This is an optimization exercise on Yosys and OpenROAD, whose aim is small area, not a production implementation. At most, simulation tests tie the RTL to the original design; equivalence was not proved. Only the layout flow was run in runs 3 to 5; the RTL was not checked for function there.

==> flow/design.v <==
module fadd (input a, input b, input c, output s, output co);
assign {co, s} = a + b + c;
endmodule
module hadd (input a, input b, output s, output co);
assign {co, s} = a + b;
endmodule
module htop (
    rst_n_scl,clk_scl,
    scl_i_vsync,scl_i_hsync,
    scl_i_data_r,scl_i_data_g,scl_i_data_b,
    scl_cfg_mode,scl_cfg_rsz,scl_cfg_flt,scl_i_data_en,
    scl_o_vsync,scl_o_hsync,
    scl_o_data_en,
    scl_o_data_r,scl_o_data_g,scl_o_data_b);
input rst_n_scl,clk_scl;
input scl_i_vsync,scl_i_hsync;
input [7:0] scl_i_data_r,scl_i_data_g,scl_i_data_b;
input scl_i_data_en,scl_cfg_mode,scl_cfg_rsz;
input [1:0] scl_cfg_flt;
output scl_o_vsync,scl_o_hsync;
output scl_o_data_en;
output [7:0] scl_o_data_r,scl_o_data_g,scl_o_data_b;
reg [7:0] r0,r1,r2,r3,r4,r5,ro;
reg [7:0] g0,g1,g2,g3,g4,g5,go;
reg [7:0] b0,b1,b2,b3,b4,b5,bo;
reg e0,e1,e2,e3,e4;         
reg k2,k3,k4,k5,ko;         
reg [1:0] cnt;              
reg [5:0] vsync_d,hsync_d;
reg vo,ho;
reg cset1, rev;
reg selg, selh, xf, yf;
wire mode = scl_cfg_mode;
wire keep1 = !mode || (scl_cfg_rsz ? (cnt == 2'd0) : !cnt[0]);
wire ldr = mode & k2;
wire ldg = mode & k3;
wire ldb = mode & k4;
wire [7:0] xa = selg ? g4 : r3;
wire [7:0] xb = selg ? g3 : r2;
wire [7:0] xc = selh ? g2 : r1;
wire [7:0] xd0 = selh ? g1 : r0;
wire [7:0] xd = xf ? xd0 : xc;
wire [7:0] yd = yf ? b2 : b3;
wire [15:0] ua, ub, uc, ud, uy;
assign ua = {rev ? yd : b5, rev ? xd : xa};
assign ub = {rev ? b3 : b4, rev ? xc : xb};
assign uc = {rev ? b4 : b3, rev ? xb : xc};
assign ud = {rev ? b5 : yd, rev ? xa : xd};
wire [7:0] yx = uy[7:0];
wire [7:0] yy = uy[15:8];
genvar u;
generate for (u = 0; u < 2; u = u + 1) begin : unit
    wire [7:0] a = ua[8*u +: 8];
    wire [7:0] b = ub[8*u +: 8];
    wire [7:0] c = uc[8*u +: 8];
    wire [7:0] d = ud[8*u +: 8];
    wire set1 = cset1;
    wire [7:0] y;
    wire [7:0] na = ~a, nb = ~b, nd = ~d;
    wire n0 = !set1 & a[0];
    wire n1 = !set1 & a[1];
    wire n2 = !set1 & a[2];
    wire n3 = set1 ? c[0] : a[3];
    wire n4 = set1 ? c[1] : a[4];
    wire n5 = set1 ? c[2] : a[5];
    wire n6 = set1 ? c[3] : a[6];
    wire n7 = set1 ? c[4] : a[7];
    wire n8 = set1 & c[5];
    wire n9 = set1 & c[6];
    wire n10 = set1 & c[7];
    wire n11 = !set1 & b[0];
    wire n12 = set1 ? d[0] : b[1];
    wire n13 = set1 ? d[1] : b[2];
    wire n14 = set1 ? d[2] : b[3];
    wire n15 = set1 ? d[3] : b[4];
    wire n16 = set1 ? d[4] : b[5];
    wire n17 = set1 ? d[5] : b[6];
    wire n18 = set1 ? d[6] : b[7];
    wire n19 = set1 & d[7];
    wire n20 = !(!set1 & b[0]);
    wire n21 = !(set1 ? a[0] : b[1]);
    wire n22 = !(set1 ? a[1] : b[2]);
    wire n23 = !(set1 ? a[2] : b[3]);
    wire n24 = !(set1 ? a[3] : b[4]);
    wire n25 = !(set1 ? a[4] : b[5]);
    wire n26 = !(set1 ? a[5] : b[6]);
    wire n27 = !(set1 ? a[6] : b[7]);
    wire n28 = !(set1 & a[7]);
    wire n29 = !set1 & c[0];
    wire n30 = !set1 & c[1];
    wire n31 = set1 ? c[0] : c[2];
    wire n32 = set1 ? c[1] : c[3];
    wire n33 = set1 ? c[2] : c[4];
    wire n34 = set1 ? c[3] : c[5];
    wire n35 = set1 ? c[4] : c[6];
    wire n36 = set1 ? c[5] : c[7];
    wire n37 = set1 & c[6];
    wire n38 = set1 & c[7];
    wire n39 = !(!set1 & d[0]);
    wire n40 = !(set1 ? a[0] : d[1]);
    wire n41 = !(set1 ? a[1] : d[2]);
    wire n42 = !(set1 ? a[2] : d[3]);
    wire n43 = !(set1 ? a[3] : d[4]);
    wire n44 = !(set1 ? a[4] : d[5]);
    wire n45 = !(set1 ? a[5] : d[6]);
    wire n46 = !(set1 ? a[6] : d[7]);
    wire n47 = !(set1 & a[7]);
    wire n48 = !(set1 & b[0]);
    wire n49 = !(set1 & b[1]);
    wire n50 = !(set1 & b[2]);
    wire n51 = !(set1 & b[3]);
    wire n52 = !(set1 & b[4]);
    wire n53 = !(set1 & b[5]);
    wire n54 = !(set1 & b[6]);
    wire n55 = !(set1 & b[7]);
    wire n56 = !(set1 & b[0]);
    wire n57 = !(set1 & b[1]);
    wire n58 = !(set1 & b[2]);
    wire n59 = !(set1 & b[3]);
    wire n60 = !(set1 & b[4]);
    wire n61 = !(set1 & b[5]);
    wire n62 = !(set1 & b[6]);
    wire n63 = !(set1 & b[7]);
    wire n64 = set1 & c[0];
    wire n65 = set1 & c[1];
    wire n66 = set1 & c[2];
    wire n67 = set1 & c[3];
    wire n68 = set1 & c[4];
    wire n69 = set1 & c[5];
    wire n70 = set1 & c[6];
    wire n71 = set1 & c[7];
    wire n72 = !(set1 & d[0]);
    wire n73 = !(set1 & d[1]);
    wire n74 = !(set1 & d[2]);
    wire n75 = !(set1 & d[3]);
    wire n76 = !(set1 & d[4]);
    wire n77 = !(set1 & d[5]);
    wire n78 = !(set1 & d[6]);
    wire n79 = !(set1 & d[7]);
    wire n80 = !n0;
    wire n81 = !na[0];
    wire n82 = !na[1];
    wire n83 = !na[2];
    wire n84 = !na[3];
    wire n85 = !na[5];
    wire n86 = !na[7];
    wire n87 = !b[3];
    wire n88 = !b[4];
    wire n89 = !b[7];
    wire n90 = !b[7];
    wire n91 = !b[7];
    wire n92, n93;
    hadd un92 (.a(c[4]), .b(n5), .s(n92), .co(n93));
    wire n94, n95;
    fadd un94 (.a(na[4]), .b(c[5]), .c(n6), .s(n94), .co(n95));
    wire n96, n97;
    fadd un96 (.a(c[6]), .b(n7), .c(n17), .s(n96), .co(n97));
    wire n98, n99;
    hadd un98 (.a(n23), .b(n32), .s(n98), .co(n99));
    wire n100, n101;
    fadd un100 (.a(na[6]), .b(c[7]), .c(n8), .s(n100), .co(n101));
    wire n102, n103;
    fadd un102 (.a(n18), .b(n24), .c(n33), .s(n102), .co(n103));
    wire n104, n105;
    hadd un104 (.a(n47), .b(n49), .s(n104), .co(n105));
    wire n106, n107;
    fadd un106 (.a(b[0]), .b(n9), .c(n19), .s(n106), .co(n107));
    wire n108, n109;
    fadd un108 (.a(n25), .b(n34), .c(n50), .s(n108), .co(n109));
    wire n110, n111;
    fadd un110 (.a(b[1]), .b(n10), .c(n26), .s(n110), .co(n111));
    wire n112, n113;
    hadd un112 (.a(c[2]), .b(n3), .s(n112), .co(n113));
    wire n114, n115;
    fadd un114 (.a(c[3]), .b(n4), .c(n14), .s(n114), .co(n115));
    wire n116, n117;
    fadd un116 (.a(n20), .b(n29), .c(n43), .s(n116), .co(n117));
    wire n118, n119;
    fadd un118 (.a(n92), .b(n15), .c(n21), .s(n118), .co(n119));
    wire n120, n121;
    fadd un120 (.a(n30), .b(n44), .c(n58), .s(n120), .co(n121));
    wire n122, n123;
    hadd un122 (.a(n72), .b(na[2]), .s(n122), .co(n123));
    wire n124, n125;
    fadd un124 (.a(n94), .b(n16), .c(n22), .s(n124), .co(n125));
    wire n126, n127;
    fadd un126 (.a(n31), .b(n45), .c(n59), .s(n126), .co(n127));
    wire n128, n129;
    fadd un128 (.a(n73), .b(na[3]), .c(n93), .s(n128), .co(n129));
    wire n130, n131;
    fadd un130 (.a(n96), .b(n98), .c(n46), .s(n130), .co(n131));
    wire n132, n133;
    fadd un132 (.a(n48), .b(n60), .c(n64), .s(n132), .co(n133));
    wire n134, n135;
    fadd un134 (.a(n74), .b(n85), .c(n95), .s(n134), .co(n135));
    wire n136, n137;
    fadd un136 (.a(n100), .b(n102), .c(n104), .s(n136), .co(n137));
    wire n138, n139;
    fadd un138 (.a(n61), .b(n65), .c(n75), .s(n138), .co(n139));
    wire n140, n141;
    fadd un140 (.a(na[5]), .b(n97), .c(n99), .s(n140), .co(n141));
    wire n142, n143;
    fadd un142 (.a(n106), .b(n108), .c(n62), .s(n142), .co(n143));
    wire n144, n145;
    fadd un144 (.a(n66), .b(n76), .c(n86), .s(n144), .co(n145));
    wire n146, n147;
    fadd un146 (.a(n101), .b(n103), .c(n105), .s(n146), .co(n147));
    wire n148, n149;
    fadd un148 (.a(n110), .b(n35), .c(n51), .s(n148), .co(n149));
    wire n150, n151;
    fadd un150 (.a(n63), .b(n67), .c(n77), .s(n150), .co(n151));
    wire n152, n153;
    fadd un152 (.a(na[7]), .b(n107), .c(n109), .s(n152), .co(n153));
    wire n154, n155;
    fadd un154 (.a(b[2]), .b(n27), .c(n36), .s(n154), .co(n155));
    wire n156, n157;
    fadd un156 (.a(n52), .b(n68), .c(n78), .s(n156), .co(n157));
    wire n158, n159;
    fadd un158 (.a(n28), .b(n37), .c(n53), .s(n158), .co(n159));
    wire n160, n161;
    hadd un160 (.a(c[0]), .b(n1), .s(n160), .co(n161));
    wire n162, n163;
    fadd un162 (.a(c[1]), .b(n2), .c(n12), .s(n162), .co(n163));
    wire n164, n165;
    fadd un164 (.a(n112), .b(n13), .c(n42), .s(n164), .co(n165));
    wire n166, n167;
    hadd un166 (.a(n56), .b(na[0]), .s(n166), .co(n167));
    wire n168, n169;
    fadd un168 (.a(n114), .b(n116), .c(n57), .s(n168), .co(n169));
    wire n170, n171;
    fadd un170 (.a(na[1]), .b(n83), .c(n113), .s(n170), .co(n171));
    wire n172, n173;
    fadd un172 (.a(n118), .b(n120), .c(n122), .s(n172), .co(n173));
    wire n174, n175;
    fadd un174 (.a(n84), .b(n115), .c(n117), .s(n174), .co(n175));
    wire n176, n177;
    fadd un176 (.a(n124), .b(n126), .c(n128), .s(n176), .co(n177));
    wire n178, n179;
    fadd un178 (.a(n119), .b(n121), .c(n123), .s(n178), .co(n179));
    wire n180, n181;
    fadd un180 (.a(n130), .b(n132), .c(n134), .s(n180), .co(n181));
    wire n182, n183;
    fadd un182 (.a(n125), .b(n127), .c(n129), .s(n182), .co(n183));
    wire n184, n185;
    fadd un184 (.a(n136), .b(n138), .c(n140), .s(n184), .co(n185));
    wire n186, n187;
    fadd un186 (.a(n131), .b(n133), .c(n135), .s(n186), .co(n187));
    wire n188, n189;
    fadd un188 (.a(n142), .b(n144), .c(n146), .s(n188), .co(n189));
    wire n190, n191;
    fadd un190 (.a(n137), .b(n139), .c(n141), .s(n190), .co(n191));
    wire n192, n193;
    fadd un192 (.a(n148), .b(n150), .c(n152), .s(n192), .co(n193));
    wire n194, n195;
    fadd un194 (.a(n143), .b(n145), .c(n147), .s(n194), .co(n195));
    wire n196, n197;
    fadd un196 (.a(n154), .b(n156), .c(n111), .s(n196), .co(n197));
    wire n198, n199;
    fadd un198 (.a(n149), .b(n151), .c(n153), .s(n198), .co(n199));
    wire n200, n201;
    fadd un200 (.a(n158), .b(n69), .c(n79), .s(n200), .co(n201));
    wire n202, n203;
    fadd un202 (.a(n87), .b(n155), .c(n157), .s(n202), .co(n203));
    wire n204, n205;
    fadd un204 (.a(n38), .b(n54), .c(n70), .s(n204), .co(n205));
    wire n206, n207;
    fadd un206 (.a(b[3]), .b(n88), .c(n159), .s(n206), .co(n207));
    wire n208, n209;
    fadd un208 (.a(b[5]), .b(n55), .c(n71), .s(n208), .co(n209));
    wire n210, n211;
    hadd un210 (.a(n160), .b(n11), .s(n210), .co(n211));
    wire n212, n213;
    fadd un212 (.a(n162), .b(n41), .c(n81), .s(n212), .co(n213));
    wire n214, n215;
    fadd un214 (.a(n164), .b(n166), .c(n82), .s(n214), .co(n215));
    wire n216, n217;
    fadd un216 (.a(n168), .b(n170), .c(n165), .s(n216), .co(n217));
    wire n218, n219;
    fadd un218 (.a(n172), .b(n174), .c(n169), .s(n218), .co(n219));
    wire n220, n221;
    fadd un220 (.a(n176), .b(n178), .c(n173), .s(n220), .co(n221));
    wire n222, n223;
    fadd un222 (.a(n180), .b(n182), .c(n177), .s(n222), .co(n223));
    wire n224, n225;
    fadd un224 (.a(n184), .b(n186), .c(n181), .s(n224), .co(n225));
    wire n226, n227;
    fadd un226 (.a(n188), .b(n190), .c(n185), .s(n226), .co(n227));
    wire n228, n229;
    fadd un228 (.a(n192), .b(n194), .c(n189), .s(n228), .co(n229));
    wire n230, n231;
    fadd un230 (.a(n196), .b(n198), .c(n193), .s(n230), .co(n231));
    wire n232, n233;
    fadd un232 (.a(n200), .b(n202), .c(n197), .s(n232), .co(n233));
    wire n234, n235;
    fadd un234 (.a(n204), .b(n206), .c(n201), .s(n234), .co(n235));
    wire n236, n237;
    fadd un236 (.a(n208), .b(b[4]), .c(n205), .s(n236), .co(n237));
    wire n238, n239;
    hadd un238 (.a(n210), .b(n40), .s(n238), .co(n239));
    wire n240, n241;
    fadd un240 (.a(n212), .b(n161), .c(n211), .s(n240), .co(n241));
    wire n242, n243;
    fadd un242 (.a(n214), .b(n163), .c(n213), .s(n242), .co(n243));
    wire n244, n245;
    fadd un244 (.a(n216), .b(n167), .c(n215), .s(n244), .co(n245));
    wire n246, n247;
    fadd un246 (.a(n218), .b(n171), .c(n217), .s(n246), .co(n247));
    wire n248, n249;
    fadd un248 (.a(n220), .b(n175), .c(n219), .s(n248), .co(n249));
    wire n250, n251;
    fadd un250 (.a(n222), .b(n179), .c(n221), .s(n250), .co(n251));
    wire n252, n253;
    fadd un252 (.a(n224), .b(n183), .c(n223), .s(n252), .co(n253));
    wire n254, n255;
    fadd un254 (.a(n226), .b(n187), .c(n225), .s(n254), .co(n255));
    wire n256, n257;
    fadd un256 (.a(n228), .b(n191), .c(n227), .s(n256), .co(n257));
    wire n258, n259;
    fadd un258 (.a(n230), .b(n195), .c(n229), .s(n258), .co(n259));
    wire n260, n261;
    fadd un260 (.a(n232), .b(n199), .c(n231), .s(n260), .co(n261));
    wire n262, n263;
    fadd un262 (.a(n234), .b(n203), .c(n233), .s(n262), .co(n263));
    wire n264, n265;
    fadd un264 (.a(n236), .b(n207), .c(n235), .s(n264), .co(n265));
    wire n266, n267;
    fadd un266 (.a(b[6]), .b(n209), .c(n237), .s(n266), .co(n267));
    wire [18:0] sx = {n91, n90, n89, n266, n264, n262, n260, n258, n256, n254, n252, n250, n248, n246, n244, n242, n240, n238, n39};
    wire [18:0] sy = {1'b0, 1'b0, n267, n265, n263, n261, n259, n257, n255, n253, n251, n249, n247, n245, n243, n241, n239, n0, n80};
    wire [18:0] s = sx + sy;
    assign y = s[18] ? 8'd0 : (s[17] ? 8'd255 : s[16:9]);
    assign uy[8*u +: 8] = y;
end endgenerate
wire fr = e1 & !e2;    
wire fg = e2 & !e3;
wire fb = e3 & !e4;
always @(posedge clk_scl) begin
    r0 <= scl_i_data_r;
    g0 <= scl_i_data_g;
    b0 <= scl_i_data_b;
    if (e0) r1 <= r0;
    if (e1) g2 <= g1;
    if (e2) b3 <= b2;
    r2 <= r1;
    r3 <= ldr ? yx : (fr ? r1 : r2);
    r4 <= r3; r5 <= r4; ro <= r5;
    g1 <= g0; g3 <= g2;
    g4 <= ldg ? yx : (fg ? g2 : g3);
    g5 <= g4; go <= g5;
    b1 <= b0; b2 <= b1; b4 <= b3;
    b5 <= ldb ? yy : (fb ? b3 : b4);
    bo <= b5;
    cnt <= (e0 & e1) ? cnt + 2'd1 : 2'd0;
    cset1 <= scl_cfg_flt[0] ^ scl_cfg_flt[1];
    rev <= scl_cfg_flt[1];
    e1 <= e0; e2 <= e1; e3 <= e2; e4 <= e3;
    selg <= k2;
    selh <= k2 & scl_cfg_mode;    
    xf <= k2 ? (e1 & e0) : (e0 & scl_i_data_en);
    yf <= e2 & e1;
end
always @(posedge clk_scl or negedge rst_n_scl) begin
    if (!rst_n_scl) begin
        e0 <= 0;
        k2 <= 0; k3 <= 0; k4 <= 0; k5 <= 0; ko <= 0;
        vsync_d <= 0; hsync_d <= 0; vo <= 0; ho <= 0;
    end else begin
        e0 <= scl_i_data_en;
        k2 <= e1 & keep1; k3 <= k2; k4 <= k3; k5 <= k4; ko <= k5;
        vsync_d <= {vsync_d[4:0], scl_i_vsync};
        hsync_d <= {hsync_d[4:0], scl_i_hsync};
        vo <= vsync_d[5];
        ho <= hsync_d[5];
    end
end
assign scl_o_data_r = ro;
assign scl_o_data_g = go;
assign scl_o_data_b = bo;
assign scl_o_data_en = ko;
assign scl_o_vsync = vo;
assign scl_o_hsync = ho;
endmodule
==> flow/flow/run.sh <==
#!/bin/bash
# The standard layout (the standard.sh, standard synthesis unchanged), with the port
# buffers made from the smallest buffer cell, and non-critical gates downsized after global routing. make's full output goes to layout.log here;
# each ORFS step also keeps its own log under orfs/logs/.
set -euo pipefail
export BUFFER_PORTS_ARGS="-buffer_cell sky130_fd_sc_hd__buf_1"
export RECOVER_POWER=100
bash standard.sh > layout.log 2>&1
==> flow/standard.sh <==
#!/bin/bash
# synth_recipe.tcl (not shown) runs the flow's synth.tcl, then flattens the netlist and writes it again
# the make line also repeats each setting of config.mk as NAME=value (left out here)
make -C /OpenROAD-flow-scripts/flow DESIGN_CONFIG=/design/flow/config.mk WORK_HOME=/design/flow/orfs CLKGATE_MAP_FILE= SYNTH_SCRIPT=/design/flow/synth_recipe.tcl "${@:-finish}"
==> flow/config.mk <==
export PLATFORM = sky130hd
export DESIGN_NAME = htop
export DESIGN_NICKNAME = htop
export VERILOG_FILES = /design/flow/design.v
export SDC_FILE = /design/flow/constraint.sdc
export NUM_CORES = 4
export LEC_CHECK = 0
export CAP_MARGIN = 20
export CORE_MARGIN = 2
export CORE_UTILIZATION = 30
export CTS_BUF_LIST = sky130_fd_sc_hd__clkbuf_8
export GPL_ROUTABILITY_DRIVEN = 0
export SLEW_MARGIN = 20
export SYNTH_HIERARCHICAL = 1
==> flow/constraint.sdc <==
create_clock -name core_clock -period 6.5 [get_ports {clk_scl}]
set_input_delay 1.3000 -clock core_clock [delete_from_list [all_inputs] [get_ports {clk_scl}]]
set_output_delay 1.3000 -clock core_clock [all_outputs]
set_load 0.01 [all_outputs]
==> results of run 1 <==
-- final timing paths --
path	start	slack [ps]	to	cells past startpoint
worst max-delay path	g2[4]$_DFFE_PP_	240	g4[3]$_DFF_P_	19
worst min register to register	b1[2]$_DFF_P_	330	b2[2]$_DFF_P_	0
worst max register to register	g2[4]$_DFFE_PP_	240	g4[3]$_DFF_P_	19
min in group asynchronous	rst_n_scl	970	hsync_d[2]$_DFF_PN0_	1
worst min-delay path	b1[2]$_DFF_P_	330	b2[2]$_DFF_P_	0
max in group asynchronous	rst_n_scl	4920	hsync_d[3]$_DFF_PN0_	1
-- worst register-to-register path, delay by kind of cell, from the launching register on --
family | cells | cell delay (ps)
buffers and inverters | 1 | 170
adder cells (fa/ha/maj) | 6 | 2840
multiplexers | 1 | 340
AND/OR/NAND/NOR | 1 | 290
AO/OA/AOI/OAI | 9 | 1770
flip-flops | 1 | 460
XOR/XNOR | 1 | 330
-- logic make-up (layout without fill, tap and decap cells) --
logic type,after synthesis,in the layout
xor gates and xnor gates,16,16
DFF,200,200
adders and majority gates,211,211
AOI/OAI and AO/OA,208,208
muxes,91,91
buffers and inverters,88,172
and+or+nand+nor,242,242
-- synthesized netlist by cell type, drive strengths merged (3+ instances only) --
library cell | count | area, sq um
fa | 158 | 3160
dfxtp | 156 | 3120
nand2 | 94 | 353
nor2 | 88 | 333
a21oi | 76 | 380
mux2i | 61 | 611
ha | 53 | 663
o21ai | 53 | 265
inv | 45 | 169
clkbuf | 31 | 116
mux2 | 29 | 327
edfxtp | 24 | 721
dfrtp | 20 | 500
a21o | 17 | 128
and2 | 13 | 81.3
or2 | 11 | 68.8
xnor2 | 11 | 115
buf | 10 | 48.8
o21a | 10 | 75.1
a221oi | 9 | 78.8
nand2b | 8 | 50.1
o22ai | 8 | 50.1
a21boi | 7 | 52.6
nand3 | 6 | 30.0
a211oi | 5 | 37.5
nor2b | 5 | 31.3
xor2 | 5 | 43.8
a31o | 3 | 26.3
and3 | 3 | 18.8
nor3 | 3 | 15.0
o211ai | 3 | 22.5
-- Yosys stat by module, one instance, submodules excluded --
| module | cells | copies in the design |
|---|---|---|
| fadd | 1 | 158 |
| htop | 880 | 1 |
| hadd | 1 | 18 |
-- metrics by stage --
step | setup slack, ps | cell area, sq um | instances
finish | 243 | 13600 | 1665
global route | -34.1 | 13600 | 1665
CTS | 17.4 | 13400 | 1665
detailed placement | -0.0782 | 13000 | 1633
global placement | 48.6 | 13000 | 1633
floorplan | 315 | 12000 | 1056
-- repair_timing --
action | CTS | global route
hold buffers | 0 | 0
pin swaps | 0 | 2
setup endpoints to repair | 2 | 23
hold endpoints to repair | 0 | 0
gates resized for setup | 1 | 29
-- placed cells by master, fill, tap and decap left out, types with 4 or more instances in the layout --
| master | instances |
|---|---|
| or2_2 | 11 |
| nor2_1 | 85 |
| a21boi_0 | 7 |
| o21a_1 | 10 |
| nand2b_1 | 8 |
| inv_8 | 4 |
| a21oi_2 | 4 |
| inv_1 | 45 |
| ha_1 | 53 |
| dfxtp_1 | 152 |
| nand3_1 | 6 |
| buf_1 | 56 |
| mux2_2 | 29 |
| o21ai_0 | 50 |
| fa_1 | 158 |
| nand2_1 | 94 |
| mux2i_1 | 59 |
| a21oi_1 | 72 |
| xnor2_1 | 9 |
| a221oi_1 | 7 |
| and2_1 | 13 |
| o22ai_1 | 8 |
| a21o_1 | 17 |
| buf_4 | 31 |
| inv_6 | 4 |
| dfrtp_1 | 20 |
| clkbuf_8 | 17 |
| xor2_1 | 5 |
| edfxtp_1 | 24 |
| nor2b_1 | 5 |
-- routing by layer --
layer | vias to the layer above | share of wire [%]
li1 | 3747 | -
met1 | 3845 | 46
met2 | 229 | 46
met3 | 37 | 4.9
met4 | 0 | 2.8
met5 | - | 0
-- layout make-up --
class                           count  area, sq um
Tap cell                          525          657
Timing Repair Buffer               93          514
Multi-Input combinational cell    768         7440
Clock buffer                       17          234
Fill cell                        3958        26000
Sequential cell                   200         4350
Clock inverter                     15          193
Inverter                           47          176
==> metrics.yaml, run 1 <==
clock_network:
  cts_setup_buffers: 0
  clkTransAtPathRegs_ps: 100
  clock_sinks: 200
  cts_tree: "done"
  cts_max_level: 4
  cts_root_buf: "clkbuf_8"
  clk_latency_ps: 470
  cts_buffers: 17
  cts_buffer_depth: 2
logic_synthesis:
  yosysWarnings: 7
  synthSimpleGateAreaFrac_pct: 8.87
  ys_seq_elements: 200
  synth_xor_area_share_pct: 1.33
  synth_flop_cell: "dfxtp_1"
  avgSynthCellArea_sq_um: 11.4
  synth_edf_count: 24
  synth.area.mux_share_pct: 8.00
  synth.distinct_cells: 58
  synth_fa_ha_area_share_pct: 31.9
  synth_top_family_by_area: "adder cells"
  syn-num-nets: 1300
  syn_area_sq_mm: 0.0120
  synth-compound-area-share_pct: 10.8
  yosysSeqAreaShare_pct: 36.2
  synthCells: 1056
  async_reset_ff_share_pct: 10.0
global_route:
  gr-usage-met2_pct: 21.8
  gr-usage-met1_pct: 18.9
  grt_max_degree: 101
  grt_pass1_vias: 8176
  grt_usage_pct: 13.7
  grt_remaining_overflow: 0
  grt_pass1_wl_mm: 44.1
  antenna_found_initial: 0
  busiest_layer: "met2"
  met3_usage_pct: 1.87
final_layout:
  final_core_util_pct: 34.3
  drive_gt1_share_pct: 12.2
  n_antenna_cell: 0
  area_growth_pct: 13.1
  final_nets: 1371
critical_path:
  crit_buf_inv: 1
  crit_path_end_kind: "flip-flop"
  crit_chain: "mux2_2, or2_2, o21ai_0, inv_1, a21oi_1, fa_1, fa_1, fa_1, fa_1, fa_1, ha_1, a21o_1, a21oi_1, a31o_2, a41oi_4, a41oi_4, xnor2_4, o21bai_1, a41o_1"
  crit_required_ps: 6910
  critPathTopFamily: "adder cells"
  crit_top_cell: "fa_1"
  arrival_ps: 6670
  critPathKind: "reg2reg"
  worst_path_largest_cell_delay_ps: 520
  critical-path-slowest-cell: "fa_1"
  startpoint_type: "flip-flop"
  cp_max_fo: 7
detailed_routing:
  num_vias: 7858
  first_pass_iters: 5
  drtIter0Drc: 507
  wl_per_cell_um: 16.5
  ant_nets: 0
  viasPerCell: 4.72
  drc: 0
  drt-total-wl_mm: 27.5
placed_design:
  place_hpwl_mm: 23.0
  io_buffer_count: 59
timing:
  tightest_slew_ps: 999
  period_share_pct: 96.3
  finalSetupViolations: 0
  fin_tns_setup_ps: 0
  fin_hold_ws_ps: 327
  relSlewSlack_pct: 33.4
  fmax_mhz: 160
  slew_violations: 0
  min_period_ps: 6260
  clock_skew_ps: 14.8
  rsz0062_at_grt: "true"
  finalHoldViolations: 0
die:
  die_h_um: 204
  io_pins: 60
  die_w_um: 204
  core_sq_mm: 0.0395
  initial_core_util_pct: 30.3
  dieArea_sq_mm: 0.0416
  rows: 73
worst_hold_path:
  min_path_type: "reg2reg"
run_status:
  status: "timing/DRC/antenna clean"
job:
  maxCapViolCount: 0
==> inputs of run 2 (changes only) <==
--- a/flow/config.mk
+++ b/flow/config.mk
@@ -10,4 +10,3 @@
 export CORE_UTILIZATION = 30
-export CTS_BUF_LIST = sky130_fd_sc_hd__clkbuf_8
-export GPL_ROUTABILITY_DRIVEN = 0
+export CTS_BUF_LIST = sky130_fd_sc_hd__clkbuf_4 sky130_fd_sc_hd__clkbuf_8
 export SLEW_MARGIN = 20
==> run 2 against run 1 <==
Still clean on timing, DRC and antenna. Cell area decreased by 0.29%. Flip-flop and latch count unchanged. Register-to-register slack got worse by 40 ps. Non-clock buffer count increased by 1. Sequential share of layout area increased by 0.067 points. Routed wire length increased by 3.4%. First-iteration DRC count increased by 30%. Count of clock-buffer cells in the layout unchanged.
==> metrics.yaml, run 2 <==
detailed_routing:
  num_vias: 7887
  wl_per_cell_um: 17.1
  drc: 0
  viasPerCell: 4.73
  ant_nets: 0
  drt-total-wl_mm: 28.5
  drtIter0Drc: 657
  first_pass_iters: 6
placed_design:
  placed_cell_area_sq_mm: 0.0130
  gp_routability_congestion: 0.975
  io_buffer_count: 59
  place_hpwl_mm: 23.8
die:
  die_h_um: 204
  io_pins: 60
  rows: 73
  die_w_um: 204
  core_sq_mm: 0.0395
  initial_core_util_pct: 30.3
  dieArea_sq_mm: 0.0416
logic_synthesis:
  synthCells: 1056
  synth.distinct_cells: 58
  avgSynthCellArea_sq_um: 11.4
  async_reset_ff_share_pct: 10.0
  syn-num-nets: 1300
  yosys.area.top_type: "fa_1"
  synth_flop_cell: "dfxtp_1"
  synth_edf_count: 24
  synth_area_leaders: "fa_1, dfxtp_1, edfxtp_1"
  ys_seq_elements: 200
  synth_common_cells: "fa_1, dfxtp_1, nand2_1, nor2_1, a21oi_1"
  yosysWarnings: 7
  synth_top_area_share_pct: 26.4
  yosysSeqAreaShare_pct: 36.2
  syn_area_sq_mm: 0.0120
  yosysMostFrequentCell: "fa_1"
clock_network:
  cts_max_level: 4
  clock_sinks: 200
  ctsHoldBuffers: 0
  cts_buffers: 17
  cts_setup_buffers: 0
  post_cts_resized: 0
  cts_root_buf: "clkbuf_8"
  cts_tree: "done"
  clk_latency_ps: 470
  cts_buffer_depth: 2
  clkTransAtPathRegs_ps: 110
timing:
  finalSetupViolations: 0
  fin_hold_ws_ps: 326
  slew_violations: 0
  finalHoldViolations: 0
  relSlewSlack_pct: 34.9
  min_period_ps: 6290
  clock_skew_ps: 9.40
  tightest_slew_ps: 976
  fmax_mhz: 159
  period_share_pct: 96.8
final_layout:
  n_antenna_cell: 0
  drive_gt1_share_pct: 11.9
  layout_commonest_cell: "fa_1"
  fin_area_sq_mm: 0.0135
  final_cell_mix: "fa_1, dfxtp_1, nand2_1, nor2_1, a21oi_1"
  area_growth_pct: 12.8
  final_nets: 1372
  final_core_util_pct: 34.2
global_route:
  grt_remaining_overflow: 0
  grt_pass1_vias: 8064
  grt_max_degree: 29
  grt_pass1_wl_mm: 44.7
  antenna_found_initial: 0
  grt_usage_pct: 14.1
run_status:
  status: "timing/DRC/antenna clean"
job:
  maxCapViolCount: 0
critical_path:
  cp_max_fo: 7
  startpoint_type: "flip-flop"
  crit_required_ps: 6870
  crit_path_end_kind: "flip-flop"
  arrival_ps: 6660
  critPathKind: "reg2reg"
worst_hold_path:
  min_path_type: "reg2reg"
run 2: cell counts after synthesis:
No cell type changed its count.
run 2: path summary, 6_finish.rpt:
kind	from	to	slack, ps	cells after the start
min in group asynchronous	rst_n_scl	k5$_DFF_PN0_	960	1
worst max register to register	selh$_DFF_P_	r3[3]$_DFF_P_	210	20
worst min-delay path	b0[2]$_DFF_P_	b1[2]$_DFF_P_	330	0
worst min register to register	b0[2]$_DFF_P_	b1[2]$_DFF_P_	330	0
worst max-delay path	selh$_DFF_P_	r3[3]$_DFF_P_	210	20
max in group asynchronous	rst_n_scl	hsync_d[2]$_DFF_PN0_	4950	1
run 2: cell families after synthesis:
family          after synthesis  share of synthesized area, %
simple gates                242                          8.87
fa+ha+maj                   211                          31.9
compound gates              208                          10.8
flops                       200                          36.2
mux                          91                          8.00
buf+inv                      88                          2.85
xor+xnor                     16                          1.33
run 2: metal layers:
layer / vias up / track usage [%] / share of wire, %
met1: 3871 / 19.2 / 46
met2: 233 / 22.9 / 47
met5: - / 0 / 0
met3: 40 / 1.77 / 4.5
met4: 0 / 5.25 / 2.7
li1: 3743 / - / -
run 2: final cells by class:
type                    instances  area, sq um
flip-flops and latches        200         4350
repair buffers                 94          488
inverters                      47          176
multi-input cells             768         7430
clock inverters                15          191
well taps                     525          657
fillers                      3984        26000
clock buffers                  17          234
run 2: worst max-delay path, cell delays in order (launching register included):
cell and delay [ps]:
dfxtp_1 410, buf_4 190, mux2_2 370, nor2_1 90, a21oi_1 70, o21a_1 270, mux2i_1 180, fa_1 470
fa_1 530, fa_1 530, fa_1 520, fa_1 490, ha_1 350, a211oi_1 220, nor2_1 90, nor4_1 300
o41ai_2 170, a41oi_4 270, xnor2_4 150, o21bai_1 260, a31o_2 280
run 2: Yosys stat by module, one instance, submodules excluded:
module,cells inside,copies in the design
htop,880,1
hadd,1,18
fadd,1,158
run 2: metrics by stage:
| stage | instances | setup slack (ps) | TNS, ps |
|---|---|---|---|
| after global routing | 1666 | -95.2 | -456 |
| after detailed placement | 1634 | 141 | 0 |
| after floorplan | 1056 | 315 | 0 |
| final | 1666 | 207 | 0 |
| after global placement | 1634 | 266 | 0 |
| after CTS | 1666 | 106 | 0 |
==> inputs of run 3 (changes only) <==
--- a/flow/design.v
+++ b/flow/design.v
@@ -25,3 +25,3 @@
 reg [7:0] b0,b1,b2,b3,b4,b5,bo;
-reg e0,e1,e2,e3,e4;         
+reg e0,e1,e2,e3;            
 reg k2,k3,k4,k5,ko;         
@@ -333,5 +333,5 @@
 end endgenerate
-wire fr = e1 & !e2;    
-wire fg = e2 & !e3;
-wire fb = e3 & !e4;
+wire fr = e0 & !e1;    
+wire fg = e1 & !e2;
+wire fb = e2 & !e3;
 always @(posedge clk_scl) begin
@@ -343,10 +343,12 @@
     if (e2) b3 <= b2;
-    r2 <= r1;
-    r3 <= ldr ? yx : (fr ? r1 : r2);
+    r2 <= fr ? r0 : r1;
+    r3 <= ldr ? yx : r2;
     r4 <= r3; r5 <= r4; ro <= r5;
-    g1 <= g0; g3 <= g2;
-    g4 <= ldg ? yx : (fg ? g2 : g3);
+    g1 <= g0;
+    g3 <= fg ? g1 : g2;
+    g4 <= ldg ? yx : g3;
     g5 <= g4; go <= g5;
-    b1 <= b0; b2 <= b1; b4 <= b3;
-    b5 <= ldb ? yy : (fb ? b3 : b4);
+    b1 <= b0; b2 <= b1;
+    b4 <= fb ? b2 : b3;
+    b5 <= ldb ? yy : b4;
     bo <= b5;
@@ -355,3 +357,3 @@
     rev <= scl_cfg_flt[1];
-    e1 <= e0; e2 <= e1; e3 <= e2; e4 <= e3;
+    e1 <= e0; e2 <= e1; e3 <= e2;
     selg <= k2;
--- a/flow/config.mk
+++ b/flow/config.mk
@@ -9,4 +9,4 @@
 export CORE_MARGIN = 2
-export CORE_UTILIZATION = 30
-export CTS_BUF_LIST = sky130_fd_sc_hd__clkbuf_4 sky130_fd_sc_hd__clkbuf_8
+export CORE_UTILIZATION = 40
+export CTS_BUF_LIST = sky130_fd_sc_hd__clkbuf_8
 export SLEW_MARGIN = 20
==> run 3 against run 2 <==
Sequential share of layout area about the same. Synthesized area increased by 0.45%. Cell area decreased by 0.57%. Global-route usage increased by 5.0 points. Die area decreased by 24%. Critical path depth increased by 1. Critical path type unchanged.
==> metrics.yaml, run 3 <==
clock_network:
  cts_root_buf: "clkbuf_8"
  cts_buffers: 17
  clock_sinks: 199
  clk_latency_ps: 470
  cts_buffer_depth: 2
  cts_max_level: 4
  clkTransAtPathRegs_ps: 120
  cts_tree: "done"
timing:
  fin_tns_setup_ps: 0
  relSlewSlack_pct: 34.7
  finalHoldViolations: 0
  fin_hold_ws_ps: 331
  min_period_ps: 6240
  slew_violations: 0
  finalSetupViolations: 0
  clock_skew_ps: 20.6
  period_share_pct: 96.0
  tightest_slew_ps: 979
  fmax_mhz: 160
detailed_routing:
  wl_per_cell_um: 18.6
  drt-total-wl_mm: 28.9
  drtIter0Drc: 607
  drc: 0
  ant_nets: 0
  first_pass_iters: 5
  num_vias: 8010
  viasPerCell: 5.16
placed_design:
  dp.cells: 1517
  gp_routability_congestion: 0.914
  placed_cell_area_sq_mm: 0.0129
  io_buffer_count: 59
  place_hpwl_mm: 23.4
logic_synthesis:
  synth.distinct_cells: 61
  yosys.area.top_type: "fa_1"
  synth_top_area_share_pct: 26.3
  syn_area_sq_mm: 0.0120
  yosysMostFrequentCell: "fa_1"
  syn-num-nets: 1317
  synth_area_leaders: "fa_1, dfxtp_1, edfxtp_1"
  synthCells: 1073
  avgSynthCellArea_sq_um: 11.2
  async_reset_ff_share_pct: 10.1
  synth_common_cells: "fa_1, dfxtp_1, nor2_1, nand2_1, a21oi_1"
  ys_seq_elements: 199
  synth_flop_cell: "dfxtp_1"
  synth_edf_count: 24
  yosysSeqAreaShare_pct: 35.9
  yosysWarnings: 7
final_layout:
  final_nets: 1392
  fin_area_sq_mm: 0.0134
  n_antenna_cell: 0
  instances_no_fill: 1551
  drive_gt1_share_pct: 13.8
  final_cell_mix: "fa_1, dfxtp_1, nor2_1, nand2_1, a21oi_1"
  layout_commonest_cell: "fa_1"
  area_growth_pct: 11.6
critical_path:
  worst_path_largest_cell_delay_ps: 520
  critical-path-slowest-cell: "fa_1"
  arrival_ps: 6590
  critPathKind: "reg2reg"
  crit_chain: "buf_12, mux2_2, nor2_1, a21oi_2, o21ai_0, o21ai_0, fa_1, fa_1, fa_1, fa_1, fa_1, ha_1, a21o_1, nor4_2, buf_4, o31ai_1, buf_4, a31oi_4, xnor2_4, o21ai_1, a22o_1"
  reg2regPathDepth: 21
  r2r_start: "selh$_DFF_P_"
  crit_required_ps: 6850
  r2r_slack_ps: 260
  timing.rr.end: "g4[4]$_DFF_P_"
  crit_path_end_kind: "flip-flop"
  cp_max_fo: 17
  crit_top_cell: "fa_1"
  startpoint_type: "flip-flop"
global_route:
  grt_usage_pct: 19.1
  grt_pass1_wl_mm: 45.5
  grt_max_degree: 99
  grt_pass1_vias: 8353
  antenna_found_initial: 0
  grt_remaining_overflow: 0
die:
  die_w_um: 178
  io_pins: 60
  initial_core_util_pct: 40.6
  dieArea_sq_mm: 0.0315
  core_sq_mm: 0.0296
  rows: 63
  die_h_um: 178
job:
  maxCapViolCount: 0
run_status:
  status: "timing/DRC/antenna clean"
worst_hold_path:
  whs_path_depth: 0
  min_path_type: "reg2reg"
  holdPathEnd: "go[3]$_DFF_P_"
  min_from: "g5[3]$_DFF_P_"
==> run 3: changes by cell type after synthesis, sizes merged, moves of 5 or more <==
cell / change
nor2: +15
o22ai: -7
a31oi: +5
nand2: +6
a21o: -9
mux2i: -18
a22o: +7
nor3: +9
mux2: +22
a221oi: -7
o31ai: +6
==> run 3: repair_timing <==
| item | in CTS | in global routing |
|---|---|---|
| setup buffers | 0 | 2 |
| cloned | 0 | 0 |
| gates resized for setup | 1 | 32 |
| pin swaps | 0 | 8 |
| endpoints found under the setup margin | 5 | 24 |
| hold buffers | 0 | 0 |
==> run 3: area by class of cell <==
| type | count | area [sq um] |
|---|---|---|
| Sequential cell | 199 | 4330 |
| Tap cell | 390 | 488 |
| Multi-Input combinational cell | 789 | 7520 |
| Fill cell | 2792 | 16200 |
| Clock inverter | 15 | 176 |
| Clock buffer | 17 | 234 |
| Inverter | 48 | 183 |
| Timing Repair Buffer | 93 | 514 |
==> run 3: how the worst max path moves through the flow <==
stage / startpoint / endpoint / cells past startpoint / slack, ps
floorplan: selh$_DFF_P_ / g4[6]$_DFF_P_ / 21 / 360
global placement: selh$_DFF_P_ / g4[6]$_DFF_P_ / 23 / 90
detailed placement: selh$_DFF_P_ / g4[6]$_DFF_P_ / 23 / -7
CTS: selh$_DFF_P_ / g4[6]$_DFF_P_ / 22 / 40
global route: rev$_DFF_P_ / b5[7]$_DFF_P_ / 19 / -30
finish: selh$_DFF_P_ / g4[4]$_DFF_P_ / 21 / 260
==> run 3: per-layer routing <==
layer | part of all wire, % | track usage, %
met3 | 5.6 | 3.81
met4 | 2.0 | 5.16
met5 | 0 | 0
met1 | 47 | 26.8
met2 | 46 | 30.2
==> run 3: worst max-delay path, delay by kind of cell, from the launching register on <==
kind | cells | cell delay, ps
AOI/OAI and AO/OA | 8 | 1480
and+or+nand+nor | 2 | 360
DFF | 1 | 360
buffers and inverters | 3 | 480
muxes | 1 | 390
xor gates and xnor gates | 1 | 200
adders and majority gates | 6 | 2850
==> run 3: through the flow <==
stage	util [%]	setup slack [ps]
finish	45.4	262
global route	45.4	-32.5
CTS	44.9	35.6
detailed placement	43.5	-7.21
global placement	43.5	85.7
floorplan	-	360
==> run 3: Yosys stat by module (local to each module, per instance) <==
module / area (sq um) / flip-flops and latches / cells inside
fadd: 20.0 / 0 / 1
hadd: 12.5 / 0 / 1
htop: 8660 / 199 / 897
==> run 3: logic make-up after synthesis <==
kind of cell	count (synthesis)	share of synthesized area [%]
simple gates	276	10.1
fa+ha+maj	211	31.8
flops	199	35.9
compound gates	192	9.68
mux	95	8.53
buf+inv	85	2.73
xor+xnor	15	1.31
==> inputs of run 4 (changes only) <==
--- a/flow/config.mk
+++ b/flow/config.mk
@@ -9,3 +9,3 @@
 export CORE_MARGIN = 2
-export CORE_UTILIZATION = 40
+export CORE_UTILIZATION = 30
 export CTS_BUF_LIST = sky130_fd_sc_hd__clkbuf_8
==> run 4 against run 3 <==
Highest routed layer unchanged. Register-to-register slack barely moved. Non-clock buffer count rose by 13. Critical endpoint is now g4[6]$_DFF_P_. Setup slack improved by 0.96 ps. Largest cell class unchanged. Critical path depth fell by 2.
==> metrics.yaml, run 4 <==
placed_design:
  gp_routability_congestion: 0.940
  dp_slack_ps: 135
  io_buffer_count: 59
  place_hpwl_mm: 24.2
die:
  core_sq_mm: 0.0396
  dieArea_sq_mm: 0.0418
  rows: 73
  io_pins: 60
  initial_core_util_pct: 30.4
  die_h_um: 204
  die_w_um: 204
timing:
  fmax_mhz: 160
  relSlewSlack_pct: 30.8
  tightest_slew_ps: 1040
  finalHoldViolations: 0
  min_period_ps: 6240
  finalSetupViolations: 0
  slew_violations: 0
  clock_skew_ps: 30.1
  period_share_pct: 96.0
  fin_tns_setup_ps: 0
  postLayoutSetupSlackWorst_ps: 263
logic_synthesis:
  syn_area_sq_mm: 0.0120
  synthCells: 1073
  ys_seq_elements: 199
  avgSynthCellArea_sq_um: 11.2
  syn-num-nets: 1317
  synth_edf_count: 24
  yosysWarnings: 7
  synth_flop_cell: "dfxtp_1"
  yosysMostFrequentCell: "fa_1"
  yosysSeqAreaShare_pct: 35.9
  synth_area_leaders: "fa_1, dfxtp_1, edfxtp_1"
  synth_common_cells: "fa_1, dfxtp_1, nor2_1, nand2_1, a21oi_1"
  synth_top_area_share_pct: 26.3
  synth.distinct_cells: 61
  async_reset_ff_share_pct: 10.1
  yosys.area.top_type: "fa_1"
clock_network:
  cts_max_level: 4
  clk_latency_ps: 470
  cts_buffers: 17
  cts_root_buf: "clkbuf_8"
  cts_buffer_depth: 2
  clock_sinks: 199
  clkTransAtPathRegs_ps: 110
  ctsHoldBuffers: 0
  cts_tree: "done"
detailed_routing:
  drc: 0
  viasPerCell: 4.76
  drt-total-wl_mm: 29.4
  drtIter0Drc: 480
  ant_nets: 0
  topRoutingLayerUsed: "met4"
  wl_met2_mm: 14.5
  first_pass_iters: 6
  met1Wirelength_mm: 13.0
  wl_per_cell_um: 17.3
  num_vias: 8094
  wl_met3_mm: 1.29
global_route:
  antenna_found_initial: 0
  grt_pass1_wl_mm: 46.4
  grt_max_degree: 99
  grt_usage_pct: 14.6
  grt_remaining_overflow: 0
  grt_pass1_vias: 8517
critical_path:
  worstSetupStartpoint: "selh$_DFF_P_"
  critPathKind: "reg2reg"
  arrival_ps: 6590
  critical-path-slowest-cell: "fa_1"
  r2r_start: "selh$_DFF_P_"
  crit_top_cell: "fa_1"
  crit_required_ps: 6850
  startpoint_type: "flip-flop"
  worst_path_largest_cell_delay_ps: 540
  cp_max_fo: 8
  reg2regPathDepth: 19
  crit_path_end_kind: "flip-flop"
  crit_chain: "buf_6, mux2_2, nor2_1, a21oi_2, o21a_2, mux2i_1, fa_1, fa_1, fa_1, fa_1, fa_1, ha_2, and3_1, nand3_1, o31ai_4, a31oi_2, xnor2_2, a31oi_1, mux2_1"
worst_hold_path:
  whs_path_depth: 0
  min_from: "g0[2]$_DFF_P_"
  min_path_type: "reg2reg"
run_status:
  status: "timing/DRC/antenna clean"
final_layout:
  final_nets: 1405
  area_growth_pct: 13.0
  n_antenna_cell: 0
  final_core_util_pct: 34.3
  layout_commonest_cell: "fa_1"
  drive_gt1_share_pct: 14.1
  final_cell_mix: "fa_1, dfxtp_1, nor2_1, nand2_1, a21oi_1"
job:
  maxCapViolCount: 0
-- run 4: cell types whose count changed in the layout (fill, tap and decap cells not counted), moves of 4 or more --
| cell | previous run | this run |
|---|---|---|
| clkinv_2 | 0 | 5 |
| a21oi_1 | 61 | 68 |
| a21oi_2 | 13 | 6 |
| clkinv_8 | 4 | 0 |
| buf_4 | 31 | 42 |
-- run 4: kinds of logic (layout without fill, tap and decap cells) --
| kind of cell | count (synthesis) | count (layout) | share of synthesized area (%) |
|---|---|---|---|
| flip-flops | 199 | 199 | 35.9 |
| buffers and inverters | 85 | 186 | 2.73 |
| AO/OA/AOI/OAI | 192 | 192 | 9.68 |
| adder cells (fa/ha/maj) | 211 | 211 | 31.8 |
| XOR/XNOR | 15 | 15 | 1.31 |
| AND/OR/NAND/NOR | 276 | 276 | 10.1 |
| multiplexers | 95 | 95 | 8.53 |
-- run 4: final timing paths --
| path | slack (ps) | end |
|---|---|---|
| min in group asynchronous | 990 | vsync_d[2]$_DFF_PN0_ |
| min | 330 | g1[2]$_DFF_P_ |
| max | 260 | g4[6]$_DFF_P_ |
| max reg2reg | 260 | g4[6]$_DFF_P_ |
| max in group asynchronous | 4870 | k2$_DFF_PN0_ |
| min reg2reg | 330 | g1[2]$_DFF_P_ |
-- run 4: worst max-delay path: cells and delay by family, from the launching register on --
| kind | cells | cell delay (ps) |
|---|---|---|
| flops | 1 | 360 |
| fa+ha+maj | 6 | 2950 |
| xor+xnor | 1 | 330 |
| simple gates | 3 | 480 |
| mux | 3 | 870 |
| compound gates | 5 | 990 |
| buf+inv | 1 | 140 |
-- run 4: layer usage --
metal,up-vias,GRT usage (%)
met2,209,25.0
met5,-,0
met3,41,2.69
met4,0,3.91
li1,3813,-
met1,4031,18.8
-- run 4: timing repair --
item                       CTS  global route
setup endpoints to repair    0            20
gates resized for setup      0            22
setup buffers                0             8
-- run 4: cell type report --
class | instances | area (sq um)
Fill cell | 4013 | 26000
Multi-Input combinational cell | 789 | 7460
Sequential cell | 199 | 4330
Tap cell | 525 | 657
Timing Repair Buffer | 106 | 628
Clock buffer | 17 | 234
Inverter | 48 | 180
Clock inverter | 15 | 129
-- run 4: modules after synthesis (local to each module, per instance) --
module / copies in the design / cell area, sq um
hadd: 18 / 12.5
fadd: 158 / 20.0
htop: 1 / 8660
-- run 4: per-stage QoR --
step           cells  hold slack [ps]  cell area (sq um)
2_1_floorplan   1073              310              12000
3_3_place_gp    1659              311              13100
3_5_place_dp    1659              312              13100
4_1_cts         1691              330              13500
5_1_grt         1699              333              13600
6_report        1699              328              13600
==> inputs of run 5 (changes only) <==
--- a/flow/design.v
+++ b/flow/design.v
@@ -25,3 +25,3 @@
 reg [7:0] b0,b1,b2,b3,b4,b5,bo;
-reg e0,e1,e2,e3;            
+reg e0,e1,e2,e3,e4;         
 reg k2,k3,k4,k5,ko;         
@@ -329,3 +329,46 @@
     wire [18:0] sy = {1'b0, 1'b0, n267, n265, n263, n261, n259, n257, n255, n253, n251, n249, n247, n245, n243, n241, n239, n0, n80};
-    wire [18:0] s = sx + sy;
+    wire [18:0] g = sx & sy, p = sx ^ sy;
+    wire G0 = g[1] | (p[1] & g[0]);
+    wire G1 = g[3] | (p[3] & g[2]);
+    wire P1 = p[3] & p[2];
+    wire G2 = g[5] | (p[5] & g[4]);
+    wire P2 = p[5] & p[4];
+    wire G3 = g[7] | (p[7] & g[6]);
+    wire P3 = p[7] & p[6];
+    wire G4 = g[9] | (p[9] & g[8]);
+    wire P4 = p[9] & p[8];
+    wire G5 = g[11] | (p[11] & g[10]);
+    wire P5 = p[11] & p[10];
+    wire G6 = g[13] | (p[13] & g[12]);
+    wire P6 = p[13] & p[12];
+    wire G7 = g[15] | (p[15] & g[14]);
+    wire P7 = p[15] & p[14];
+    wire G8 = g[17] | (p[17] & g[16]);
+    wire P8 = p[17] & p[16];
+    wire G9 = G1 | (P1 & G0);
+    wire G10 = G3 | (P3 & G2);
+    wire P10 = P3 & P2;
+    wire G11 = G5 | (P5 & G4);
+    wire P11 = P5 & P4;
+    wire G12 = G7 | (P7 & G6);
+    wire P12 = P7 & P6;
+    wire G13 = G10 | (P10 & G9);
+    wire G14 = G12 | (P12 & G11);
+    wire P14 = P12 & P11;
+    wire G15 = G14 | (P14 & G13);
+    wire G16 = g[2] | (p[2] & G0);
+    wire G17 = g[4] | (p[4] & G9);
+    wire G18 = G2 | (P2 & G9);
+    wire G19 = g[6] | (p[6] & G18);
+    wire G20 = g[8] | (p[8] & G13);
+    wire G21 = G4 | (P4 & G13);
+    wire G22 = g[10] | (p[10] & G21);
+    wire G23 = G11 | (P11 & G13);
+    wire G24 = g[12] | (p[12] & G23);
+    wire G25 = G6 | (P6 & G23);
+    wire G26 = g[14] | (p[14] & G25);
+    wire G27 = g[16] | (p[16] & G15);
+    wire G28 = G8 | (P8 & G15);
+    wire G29 = g[18] | (p[18] & G28);
+    wire [18:0] s = {p[18] ^ G28, p[17] ^ G27, p[16] ^ G15, p[15] ^ G26, p[14] ^ G25, p[13] ^ G24, p[12] ^ G23, p[11] ^ G22, p[10] ^ G21, p[9] ^ G20, p[8] ^ G13, p[7] ^ G19, p[6] ^ G18, p[5] ^ G17, p[4] ^ G9, p[3] ^ G16, p[2] ^ G0, p[1] ^ g[0], p[0]};
     assign y = s[18] ? 8'd0 : (s[17] ? 8'd255 : s[16:9]);
@@ -333,5 +376,5 @@
 end endgenerate
-wire fr = e0 & !e1;    
-wire fg = e1 & !e2;
-wire fb = e2 & !e3;
+wire fr = e1 & !e2;    
+wire fg = e2 & !e3;
+wire fb = e3 & !e4;
 always @(posedge clk_scl) begin
@@ -343,12 +386,10 @@
     if (e2) b3 <= b2;
-    r2 <= fr ? r0 : r1;
-    r3 <= ldr ? yx : r2;
+    r2 <= r1;
+    r3 <= ldr ? yx : (fr ? r1 : r2);
     r4 <= r3; r5 <= r4; ro <= r5;
-    g1 <= g0;
-    g3 <= fg ? g1 : g2;
-    g4 <= ldg ? yx : g3;
+    g1 <= g0; g3 <= g2;
+    g4 <= ldg ? yx : (fg ? g2 : g3);
     g5 <= g4; go <= g5;
-    b1 <= b0; b2 <= b1;
-    b4 <= fb ? b2 : b3;
-    b5 <= ldb ? yy : b4;
+    b1 <= b0; b2 <= b1; b4 <= b3;
+    b5 <= ldb ? yy : (fb ? b3 : b4);
     bo <= b5;
@@ -357,3 +398,3 @@
     rev <= scl_cfg_flt[1];
-    e1 <= e0; e2 <= e1; e3 <= e2;
+    e1 <= e0; e2 <= e1; e3 <= e2; e4 <= e3;
     selg <= k2;
--- a/flow/config.mk
+++ b/flow/config.mk
@@ -9,3 +9,3 @@
 export CORE_MARGIN = 2
-export CORE_UTILIZATION = 30
+export CORE_UTILIZATION = 40
 export CTS_BUF_LIST = sky130_fd_sc_hd__clkbuf_8
==> run 5 against run 4 <==
Still clean on timing, DRC and antenna. Worst hold slack worse by 5.3 ps. Maximum frequency is 2.4% lower. Non-clock buffer count up 91. Critical path type unchanged. Largest cell class unchanged. Highest routed layer unchanged.
==> metrics.yaml, run 5 <==
run_status:
  status: "timing/DRC/antenna clean"
critical_path:
  crit_path_end_kind: "flip-flop"
  startpoint_type: "flip-flop"
  worst_path_largest_cell_delay_ps: 570
  cp_max_fo: 8
  crit_required_ps: 6900
  critPathKind: "reg2reg"
  critical-path-slowest-cell: "fa_1"
  reg2regPathDepth: 25
  r2r_slack_ps: 110
  arrival_ps: 6790
  crit_top_cell: "fa_1"
final_layout:
  final_cell_mix: "fa_1, dfxtp_1, buf_4, nand2_1, mux2i_1"
  area_growth_pct: 20.3
  final_core_util_pct: 48.6
  fin_area_sq_mm: 0.0143
  multi_input_area_sq_mm: 0.00755
  layout_commonest_cell: "fa_1"
  drive_gt1_share_pct: 20.4
  fillCellCount: 2709
  final_nets: 1457
  regArea_sq_mm: 0.00435
detailed_routing:
  met1Wirelength_mm: 14.4
  wl_met2_mm: 13.0
  drt-total-wl_mm: 29.1
  topRoutingLayerUsed: "met4"
  num_vias: 8070
  first_pass_iters: 5
  wl_per_cell_um: 18.1
  drtIter0Drc: 546
  ant_nets: 0
  wl_met3_mm: 1.36
  drc: 0
  viasPerCell: 5.02
timing:
  fmax_mhz: 156
  rsz0062_at_grt: "true"
  fin_tns_setup_ps: 0
  period_share_pct: 98.3
  slew_violations: 0
  relSlewSlack_pct: 30.1
  clock_skew_ps: 13.7
  fin_hold_ws_ps: 323
  min_period_ps: 6390
  finalHoldViolations: 0
  tightest_slew_ps: 1050
  finalSetupViolations: 0
logic_synthesis:
  avgSynthCellArea_sq_um: 11.6
  synth_edf_count: 24
  ys_seq_elements: 200
  yosysWarnings: 7
  yosysMostFrequentCell: "fa_1"
  synthCells: 1028
  synth_flop_cell: "dfxtp_1"
  synth.distinct_cells: 54
  synth_top_area_share_pct: 28.2
  yosys.area.top_type: "fa_1"
  synth_common_cells: "fa_1, dfxtp_1, nand2_1, mux2i_1, nor2_1"
  synth_area_leaders: "fa_1, dfxtp_1, edfxtp_1"
  yosysSeqAreaShare_pct: 36.5
  syn-num-nets: 1282
  async_reset_ff_share_pct: 10.0
  syn_area_sq_mm: 0.0119
clock_network:
  cts_root_buf: "clkbuf_8"
  cts_tree: "done"
  clk_latency_ps: 460
  cts_max_level: 4
  clkTransAtPathRegs_ps: 110
  cts_buffers: 17
  cts_buffer_depth: 2
  ctsHoldBuffers: 0
  clock_sinks: 200
die:
  dieArea_sq_mm: 0.0312
  initial_core_util_pct: 40.4
  die_w_um: 177
  io_pins: 60
  die_h_um: 177
  core_sq_mm: 0.0295
  rows: 63
global_route:
  grt_usage_pct: 19.6
  grt_pass1_vias: 8373
  grt_max_degree: 65
  antenna_found_initial: 0
  grt_remaining_overflow: 0
  grt_pass1_wl_mm: 46.4
placed_design:
  placed_cell_area_sq_mm: 0.0135
  gp_routability_congestion: 0.945
  place_hpwl_mm: 23.7
  io_buffer_count: 59
worst_hold_path:
  min_path_type: "reg2reg"
  whs_path_depth: 0
job:
  maxCapViolCount: 0
[run 5: changes by cell type after synthesis, moves of 5 or more]
| cell | delta |
|---|---|
| nor2_1 | -41 |
| mux2_2 | -36 |
| mux2i_1 | +27 |
| a21oi_1 | -19 |
| o22ai_1 | +14 |
| nand2_1 | +12 |
| fa_1 | +10 |
| a22o_1 | -7 |
| a31oi_1 | -5 |
| o31ai_1 | -5 |
[run 5: final cells by class]
class | count | share of cell area [%]
clock buffers | 17 | 1.63
flip-flops and latches | 200 | 30.4
well taps | 390 | 3.41
clock inverters | 15 | 1.14
diodes | 1 | 0.0175
inverters | 50 | 1.31
repair buffers | 197 | 9.40
multi-input cells | 737 | 52.7
[run 5: repair_timing]
| item | CTS | global route |
|---|---|---|
| endpoints found under the setup margin | 23 | 23 |
| resized for setup | 19 | 68 |
| pin swaps | 14 | 35 |
| setup buffers | 5 | 6 |
| cloned | 1 | 0 |
[run 5: cell families after synthesis]
group | after synthesis | share of synthesized area [%]
simple gates | 245 | 9.10
buf+inv | 91 | 2.98
flops | 200 | 36.5
mux | 89 | 8.15
fa+ha+maj | 221 | 33.8
xor+xnor | 11 | 0.809
compound gates | 171 | 8.67
[run 5: routing by layer]
| layer | GRT usage [%] | up-vias |
|---|---|---|
| li1 | - | 3811 |
| met1 | 29.6 | 4003 |
| met5 | 0 | - |
| met4 | 4.30 | 0 |
| met2 | 29.9 | 230 |
| met3 | 2.95 | 26 |
[run 5: per-stage QoR]
step | setup slack, ps | std cells
2_1_floorplan | 46.8 | 1028
3_3_place_gp | -345 | 1563
3_5_place_dp | -293 | 1563
4_1_cts | 2.49 | 1601
5_1_grt | -155 | 1606
6_report | 107 | 1607
[run 5: critical path, delay by kind of cell, from the launching register on]
kind | cells | cell delay [ps]
adder cells (fa/ha/maj) | 7 | 3030
XOR/XNOR | 1 | 140
AND/OR/NAND/NOR | 5 | 540
flip-flops | 1 | 450
buffers and inverters | 4 | 460
AO/OA/AOI/OAI | 7 | 1180
multiplexers | 1 | 560
[run 5: final timing paths]
check	from	endpoint
max	selh$_DFF_P_	r3[0]$_DFF_P_
min	r5[3]$_DFF_P_	ro[3]$_DFF_P_
max reg2reg	selh$_DFF_P_	r3[0]$_DFF_P_
min reg2reg	r5[3]$_DFF_P_	ro[3]$_DFF_P_
max in group asynchronous	rst_n_scl	ko$_DFF_PN0_
min in group asynchronous	rst_n_scl	k3$_DFF_PN0_
[run 5: modules after synthesis, one instance, submodules excluded]
module | times used | cells inside
fadd | 158 | 1
hadd | 18 | 1
htop | 1 | 852

==> static timing again, ports no longer ideal <==
No port has a modelled driver above. Below, the same layouts with a new extraction and two added sets of constraints.
Step 1: set_driving_cell puts a clkbuf_16 on clk_scl and a buf_2 on each other input, an assumption about the parent block.
Step 2 also shifts input and output timing later by t, the mid clock arrival at the registers, as if the neighbouring blocks saw the same clock.
a / b / c = ideal ports / drivers / drivers and shift; a / b = the first two.
run | t (ns) | setup WS [ns] | worst setup path after step 2 | slew at the worst register clock pin (ns)
run 1 | 0.501 | 0.243 / 0.243 / 0.243 | register to register | 0.11 / 0.11
run 2 | 0.506 | 0.207 / 0.207 / 0.207 | register to register | 0.11 / 0.11
run 3 | 0.503 | 0.262 / 0.262 / 0.262 | register to register | 0.12 / 0.12
run 4 | 0.502 | 0.263 / 0.263 / 0.263 | register to register | 0.12 / 0.12
run 5 | 0.502 | 0.107 / 0.107 / 0.107 | register to register | 0.12 / 0.12
After both steps setup and hold are still met in every run listed.
